Source: an optimization exercise on an open RTL-to-GDS flow (aim: small area and a short achievable clock period). Production flows keep margins and buffers that such runs may drop.
Only simulation tests tie the RTL to the original design; equivalence was not proved.
Power is estimated from default activity; no workload was simulated.

==> trial 42 <==
==> flow/design.v <==
module MEMCTRL_CORE(
   BIST_PASS,
   MEM_ADDR, MEM_CE, MEM_WEB, MEM_OEB, MEM_CSB, MEM_IDATA, MEM_ODATA_SELECT,
   SPARE_MEM_ADDR, SPARE_MEM_CE, SPARE_MEM_WEB, SPARE_MEM_OEB, SPARE_MEM_CSB,
   SPARE_MEM_IDATA, SPARE_MEM_ODATA_SELECT,
   ADDR, CE, CLK, CSB, IDATA, OEB, RSTN, WEB, BIST_EN, BIST_MODE, MEM_ODATA
   );
   input  [15:0]        ADDR;
   input                CE;
   input                CLK;
   input                CSB;
   input [7:0]          IDATA;
   input                OEB;
   input                RSTN;
   input                WEB;
   input                BIST_EN;
   input [2:0]          BIST_MODE;
   input [7:0]          MEM_ODATA;
   output               BIST_PASS;
   output [9:0]         MEM_ADDR;
   output               MEM_CE;
   output               MEM_WEB;
   output [63:0]        MEM_OEB;
   output [63:0]        MEM_CSB;
   output [7:0]         MEM_IDATA;
   output [5:0]         MEM_ODATA_SELECT;
   output [6:0]         SPARE_MEM_ADDR;
   output               SPARE_MEM_CE;
   output               SPARE_MEM_WEB;
   output [24:0]        SPARE_MEM_OEB;
   output [24:0]        SPARE_MEM_CSB;
   output [7:0]         SPARE_MEM_IDATA;
   output [4:0]         SPARE_MEM_ODATA_SELECT;
   localparam NF = 25;           
   wire en0 = BIST_EN & BIST_MODE[0];    
   wire en1 = BIST_EN & BIST_MODE[1];    
   wire en2 = BIST_EN & BIST_MODE[2];    
   wire ent = en1 | en2;                 
   reg       s0, s1, s2, st;
   reg [1:0] k0, k1, k2, kt;
   wire step0 = en0 & s0 & (&k0);
   wire step1 = en1 & s1 & (&k1);
   wire step2 = en2 & s2 & (&k2);
   wire stept = ent & st & (&kt);
   always @(posedge CLK or negedge RSTN) begin
      if (!RSTN) begin
         s0 <= 1'b0; s1 <= 1'b0; s2 <= 1'b0; st <= 1'b0;
         k0 <= 2'd0; k1 <= 2'd0; k2 <= 2'd0; kt <= 2'd0;
      end
      else begin
         s0 <= en0; k0 <= en0 ? k0 + {1'b0, s0} : 2'd0;
         s1 <= en1; k1 <= en1 ? k1 + {1'b0, s1} : 2'd0;
         s2 <= en2; k2 <= en2 ? k2 + {1'b0, s2} : 2'd0;
         st <= ent; kt <= ent ? kt + {1'b0, st} : 2'd0;
      end
   end
   reg [15:0] lf16;    
   reg [7:0]  lf8;     
   reg [15:0] gcnt;    
   reg [15:0] bcnt;    
   reg        tog;     
   always @(posedge CLK or negedge RSTN) begin
      if (!RSTN) begin
         lf16 <= 16'h8000;
         lf8  <= 8'h80;
         gcnt <= 16'h0000;
         bcnt <= 16'h0000;
         tog  <= 1'b0;
      end
      else begin
         if (step0) begin
            lf16 <= {lf16[14:0], lf16[15] ^ lf16[13] ^ lf16[12] ^ lf16[10]};
            lf8  <= {lf8[6:0], lf8[7] ^ lf8[5] ^ lf8[4] ^ lf8[3]};
         end
         gcnt <= gcnt + {15'd0, step1};
         bcnt <= bcnt + {15'd0, step2};
         if (stept) tog <= ~tog;
      end
   end
   wire m001 = (BIST_MODE == 3'b001);
   wire m010 = (BIST_MODE == 3'b010);
   wire m100 = (BIST_MODE == 3'b100);
   wire [15:0] ga = ({16{m001}} & lf16)
                  | ({16{m010}} & (gcnt ^ {1'b0, gcnt[15:1]}))
                  | ({16{m100}} & bcnt);
   wire [7:0]  gd = ({8{m001}} & lf8) | {8{(m010 | m100) & tog}};
   reg [1:0] ph;
   reg       pb;
   wire sI  = (ph == 2'd0);
   wire sW1 = (ph == 2'd1);
   wire sW2 = (ph == 2'd2);
   wire sR1 = (ph == 2'd3) & ~pb;
   wire sR2 = (ph == 2'd3) & pb;
   always @(posedge CLK or negedge RSTN) begin
      if (!RSTN) begin
         ph <= 2'd0;
         pb <= 1'b0;
      end
      else begin
         case (ph)
           2'd0: begin ph <= BIST_EN ? 2'd1 : 2'd0; pb <= 1'b0; end
           2'd1: ph <= 2'd2;
           2'd2: begin ph <= 2'd3; pb <= 1'b0; end
           default: begin
              if (pb) ph <= BIST_EN ? 2'd1 : 2'd0;
              pb <= 1'b1;
           end
         endcase
      end
   end
   wire bce  = sR1 | ((ph[1] == 1'b0) & pb);    
   wire bweb = ~sR1;
   wire boon = pb & ~(ph == 2'd3);              
   reg [7:0] bidata;
   reg [9:0] baddr;
   reg [5:0] bsel;
   reg [5:0] bpidx;       
   reg [8:0] dra;         
   reg       bpass;
   always @(posedge CLK or negedge RSTN) begin
      if (!RSTN) begin
         bidata <= 8'd0;
         baddr  <= 10'd0;
         bsel   <= 6'd0;
         bpass  <= 1'b0;
      end
      else begin
         if (sI) begin
            bidata <= 8'd0;
            baddr  <= 10'd0;
            bsel   <= 6'd0;
         end
         if (sW1) baddr <= ga[9:0];
         if (sW2) begin
            bidata <= gd;
            bsel   <= ga[15:10];
         end
         bpass <= sW2 & (MEM_ODATA != bidata);
      end
   end
   always @(posedge CLK) begin
      if (sW2 | sR2) bpidx <= ga[15:10];
      if (sW1) dra <= {bsel, baddr[9:7]};
   end
   assign BIST_PASS = bpass;
   reg [9*NF-1:0] fe;
   reg [4:0]      n;        
   reg [4:0]      fbc;      
   reg [4:0]      screg;    
   reg            pend;     
   reg [5:0] ridx;
   reg [9:0] ra;
   wire [8:0] cblk = BIST_EN ? dra : ADDR[15:7];
   wire [8:0] rblk = {ridx, ra[9:7]};
   function lt9(input [8:0] a, input [8:0] nb);
      integer k;
      reg d;
      begin
         d = 1'b1;
         for (k = 0; k < 9; k = k + 1)
           d = (nb[k] & a[k]) | (nb[k] & d) | (a[k] & d);
         lt9 = ~d;
      end
   endfunction
   reg [NF-1:0] hit, below;
   integer i;
   always @(*) begin
      for (i = 0; i < NF; i = i + 1) begin
         hit[i]   = (n > i) && (fe[9*i +: 9] == cblk);
         below[i] = (n > i) && lt9(fe[9*i +: 9], ~rblk);
      end
   end
   wire flt = |hit;
   reg [4:0] cnt;
   always @(*) begin
      cnt = 5'd0;
      for (i = 0; i < NF; i = i + 1) cnt = cnt + {4'd0, below[i]};
   end
   wire [4:0] sceff = pend ? cnt : screg;
   wire wr   = bpass & (fbc != 5'd25);
   wire ins  = BIST_EN & wr;
   wire insn = ins & ~flt;
   always @(posedge CLK or negedge RSTN) begin
      if (!RSTN) begin
         n     <= 5'd0;
         fbc   <= 5'd0;
         screg <= 5'd0;
         pend  <= 1'b0;
      end
      else begin
         fbc   <= fbc + {4'd0, ins};
         n     <= insn ? n + 5'd1 : n;
         screg <= sceff;
         pend  <= ~BIST_EN & flt;
      end
   end
   always @(posedge CLK) begin
      for (i = 0; i < NF; i = i + 1)
        if (wr && (n == i)) fe[9*i +: 9] <= dra;
   end
   reg       fm, fs;       
   reg       mc, mo;       
   reg       sc, so;       
   reg [7:0] rd;
   reg       rce, rweb;
   reg [5:0] rsel;
   always @(posedge CLK or negedge RSTN) begin
      if (!RSTN) begin
         fm <= 1'b0;
         fs <= 1'b0;
         mc <= 1'b0;
         mo <= 1'b0;
         sc <= 1'b0;
         so <= 1'b0;
      end
      else begin
         fm <= BIST_EN | ~flt;
         fs <= ~BIST_EN & flt;
         mc <= BIST_EN ? bce  : (~flt & ~CSB);
         mo <= BIST_EN ? boon : (~flt & ~OEB);
         sc <= ~BIST_EN & flt & ~CSB;
         so <= ~BIST_EN & flt & ~OEB;
      end
   end
   always @(posedge CLK) begin
      ra   <= BIST_EN ? baddr  : ADDR[9:0];
      rd   <= BIST_EN ? bidata : IDATA;
      rce  <= BIST_EN ? bce    : CE;
      rweb <= BIST_EN ? bweb   : WEB;
      rsel <= BIST_EN ? bsel   : (flt ? {1'b0, sceff} : ADDR[15:10]);
      ridx <= BIST_EN ? bpidx  : ADDR[15:10];
   end
   wire [7:0] lo8 = 8'd1 << ridx[2:0];
   wire [7:0] hi8 = 8'd1 << ridx[5:3];
   wire [7:0] hic = {8{mc}} & hi8;
   wire [7:0] hio = {8{mo}} & hi8;
   wire [7:0] slo = 8'd1 << rsel[2:0];
   wire [3:0] shi = 4'd1 << rsel[4:3];
   wire [3:0] shc = {4{sc}} & shi;
   wire [3:0] sho = {4{so}} & shi;
   genvar gj;
   generate
      for (gj = 0; gj < 64; gj = gj + 1) begin : g_mem_sel
         assign MEM_CSB[gj] = ~(hic[gj / 8] & lo8[gj % 8]);
         assign MEM_OEB[gj] = ~(hio[gj / 8] & lo8[gj % 8]);
      end
      for (gj = 0; gj < 25; gj = gj + 1) begin : g_spare_sel
         assign SPARE_MEM_CSB[gj] = ~(shc[gj / 8] & slo[gj % 8]);
         assign SPARE_MEM_OEB[gj] = ~(sho[gj / 8] & slo[gj % 8]);
      end
   endgenerate
   assign MEM_ADDR         = {10{fm}} & ra;
   assign MEM_CE           = fm & rce;
   assign MEM_WEB          = ~fm | rweb;
   assign MEM_IDATA        = {8{fm}} & rd;
   assign MEM_ODATA_SELECT = {6{fm}} & rsel;
   assign SPARE_MEM_ADDR         = {7{fs}} & ra[6:0];
   assign SPARE_MEM_CE           = fs & rce;
   assign SPARE_MEM_WEB          = ~fs | rweb;
   assign SPARE_MEM_IDATA        = {8{fs}} & rd;
   assign SPARE_MEM_ODATA_SELECT = {5{fs}} & rsel[4:0];
endmodule
==> flow/flow/run.sh <==
#!/bin/bash
# The standard layout (standard.sh: standard synthesis, floorplan, place,
# CTS, route, finish), except that the buffers put on the input and output
# ports are the smallest buffer cell instead of the resizer's default choice.
# make's full output goes to flow_make.log; each ORFS step keeps its own log
# under orfs/logs/.
set -euo pipefail
bash standard.sh "BUFFER_PORTS_ARGS=-buffer_cell sky130_fd_sc_hd__buf_1" finish > flow_make.log 2>&1
==> flow/standard.sh <==
#!/bin/bash
# synth_recipe.tcl (not shown) runs the flow's synth.tcl, then flattens the netlist and writes it again
# the make line also repeats each setting of config.mk as NAME=value (left out here)
make -C /OpenROAD-flow-scripts/flow DESIGN_CONFIG=/design/flow/config.mk WORK_HOME=/design/flow/orfs CLKGATE_MAP_FILE= SYNTH_SCRIPT=/design/flow/synth_recipe.tcl "${@:-finish}"
==> flow/config.mk <==
export PLATFORM = sky130hd
export DESIGN_NAME = MEMCTRL_CORE
export DESIGN_NICKNAME = MEMCTRL_CORE
export VERILOG_FILES = /design/flow/design.v
export SDC_FILE = /design/flow/constraint.sdc
export NUM_CORES = 4
export LEC_CHECK = 0
export CAP_MARGIN = 20
export CORE_MARGIN = 2
export CORE_UTILIZATION = 40
export CTS_BUF_LIST = sky130_fd_sc_hd__clkbuf_16
export CTS_CLUSTER_DIAMETER = 100
export CTS_CLUSTER_SIZE = 20
export SLEW_MARGIN = 20
==> flow/constraint.sdc <==
create_clock -name core_clock -period 350.0 [get_ports {CLK}]
set_input_delay 70.0000 -clock core_clock [delete_from_list [all_inputs] [get_ports {CLK}]]
set_output_delay 70.0000 -clock core_clock [all_outputs]
set_load 0.01 [all_outputs]
==> inputs of build 12, as changes to trial 42 <==
--- a/flow/design.v
+++ b/flow/design.v
@@ -163,10 +163,20 @@
       end
    endfunction
+   function lt9n(input [8:0] na, input [8:0] b);
+      integer k;
+      reg c;
+      begin
+         c = 1'b0;
+         for (k = 0; k < 9; k = k + 1)
+           c = (na[k] & b[k]) | (na[k] & c) | (b[k] & c);
+         lt9n = c;
+      end
+   endfunction
    reg [NF-1:0] hit, below;
    integer i;
    always @(*) begin
       for (i = 0; i < NF; i = i + 1) begin
-         hit[i]   = (n > i) && (fe[9*i +: 9] == cblk);
-         below[i] = (n > i) && lt9(fe[9*i +: 9], ~rblk);
+         hit[i]   = (n > i) && (fe[9*i +: 9] == ~cblk);
+         below[i] = (n > i) && lt9n(fe[9*i +: 9], rblk);
       end
    end
@@ -197,5 +207,5 @@
    always @(posedge CLK) begin
       for (i = 0; i < NF; i = i + 1)
-        if (wr && (n == i)) fe[9*i +: 9] <= dra;
+        if (wr && (n == i)) fe[9*i +: 9] <= ~dra;
    end
    reg       fm, fs;       
==> flow/flow/run.sh (replaced) <==
#!/bin/bash
# The standard layout (standard.sh: standard synthesis, floorplan, place,
# CTS, route, finish), except that the buffers put on the input and output
# ports are the smallest buffer cell instead of the resizer's default choice,
# and the clock tree is built without dummy balancing loads.
# make's full output goes to flow_make.log; each ORFS step keeps its own log
# under orfs/logs/.
set -euo pipefail
bash standard.sh \
  "BUFFER_PORTS_ARGS=-buffer_cell sky130_fd_sc_hd__buf_1" \
  "CTS_ARGS=-sink_clustering_enable -repair_clock_nets -sink_clustering_size 20 -sink_clustering_max_diameter 100 -buf_list sky130_fd_sc_hd__clkbuf_16 -dont_use_dummy_load" \
  finish > flow_make.log 2>&1
--- a/flow/config.mk
+++ b/flow/config.mk
@@ -6,9 +6,9 @@
 export NUM_CORES = 4
 export LEC_CHECK = 0
-export CAP_MARGIN = 20
+export CAP_MARGIN = 0
 export CORE_MARGIN = 2
-export CORE_UTILIZATION = 40
+export CORE_UTILIZATION = 65
 export CTS_BUF_LIST = sky130_fd_sc_hd__clkbuf_16
 export CTS_CLUSTER_DIAMETER = 100
 export CTS_CLUSTER_SIZE = 20
-export SLEW_MARGIN = 20
+export SLEW_MARGIN = 0
==> comparison table <==
|  | trial 42 | build 12 |
|---|---|---|
| Result of the run | complete, no violations | complete, no violations |
| Cell with the largest stage delay on the worst path | sky130_fd_sc_hd__nor3_2 | sky130_fd_sc_hd__nor4_1 |
| Fraction of power consumed by combinational cells | 49.9% | 48.2% |
| Area inside the core boundary | 55000 sq um | 32600 sq um |
| Design area | 24600 sq um | 23400 sq um |
| Global-route track usage on met3 | 3.46% | 5.62% |
| Distinct cell type count of the synthesized netlist | 66 | 63 |
| Final-layout fill cell count | 5189 | 2409 |
| Clk network pwr share | 15.9% | 15.8% |
| Non-CTS buffers | 307 | 297 |
| Multi-input gate count | 1471 | 1451 |
| CP Data Arrival Time | 3380 ps | 73820 ps |
| Top sig layer | met4 | met5 |
| Clock network share of area | 2.67% | 2.46% |
| Fraction of the mapped netlist area in simple logic gates | 16.1% | 15.1% |
| Total power density per cell area | 7.04 nW/um^2 | 7.03 nW/um^2 |
| Routed length per placed instance | 21.6 um | 23.0 um |
| Chip Height | 239 um | 186 um |

[re-timing with driven ports]
The flow's constraints put no driver on any port. The routed layouts listed below were extracted and timed again, unchanged, in two steps.
Step 1 sets driving cells, clkbuf_16 on the clock port and buf_2 on the other inputs (assumed; they add their load-dependent delay and slew).
Step 2 also shifts input and output timing later by t, the mid clock arrival at the registers, as if the neighbouring blocks saw the same clock.
Three values: ideal, step 1, step 2; two values: the first two.
run | t, ns | setup slack, ns | hold WS [ns]
trial 42 | 0.629 | 276.615 / 276.549 / 276.305 | 0.452 / 0.452 / 0.452
build 12 | 0.593 | 276.628 / 276.659 / 276.066 | 0.474 / 0.474 / 0.474
After both steps setup and hold are still met in every run listed. For build 12, which loses most, drivers alone change the setup slack by +0.031 ns; drivers and shift together by -0.562 ns.
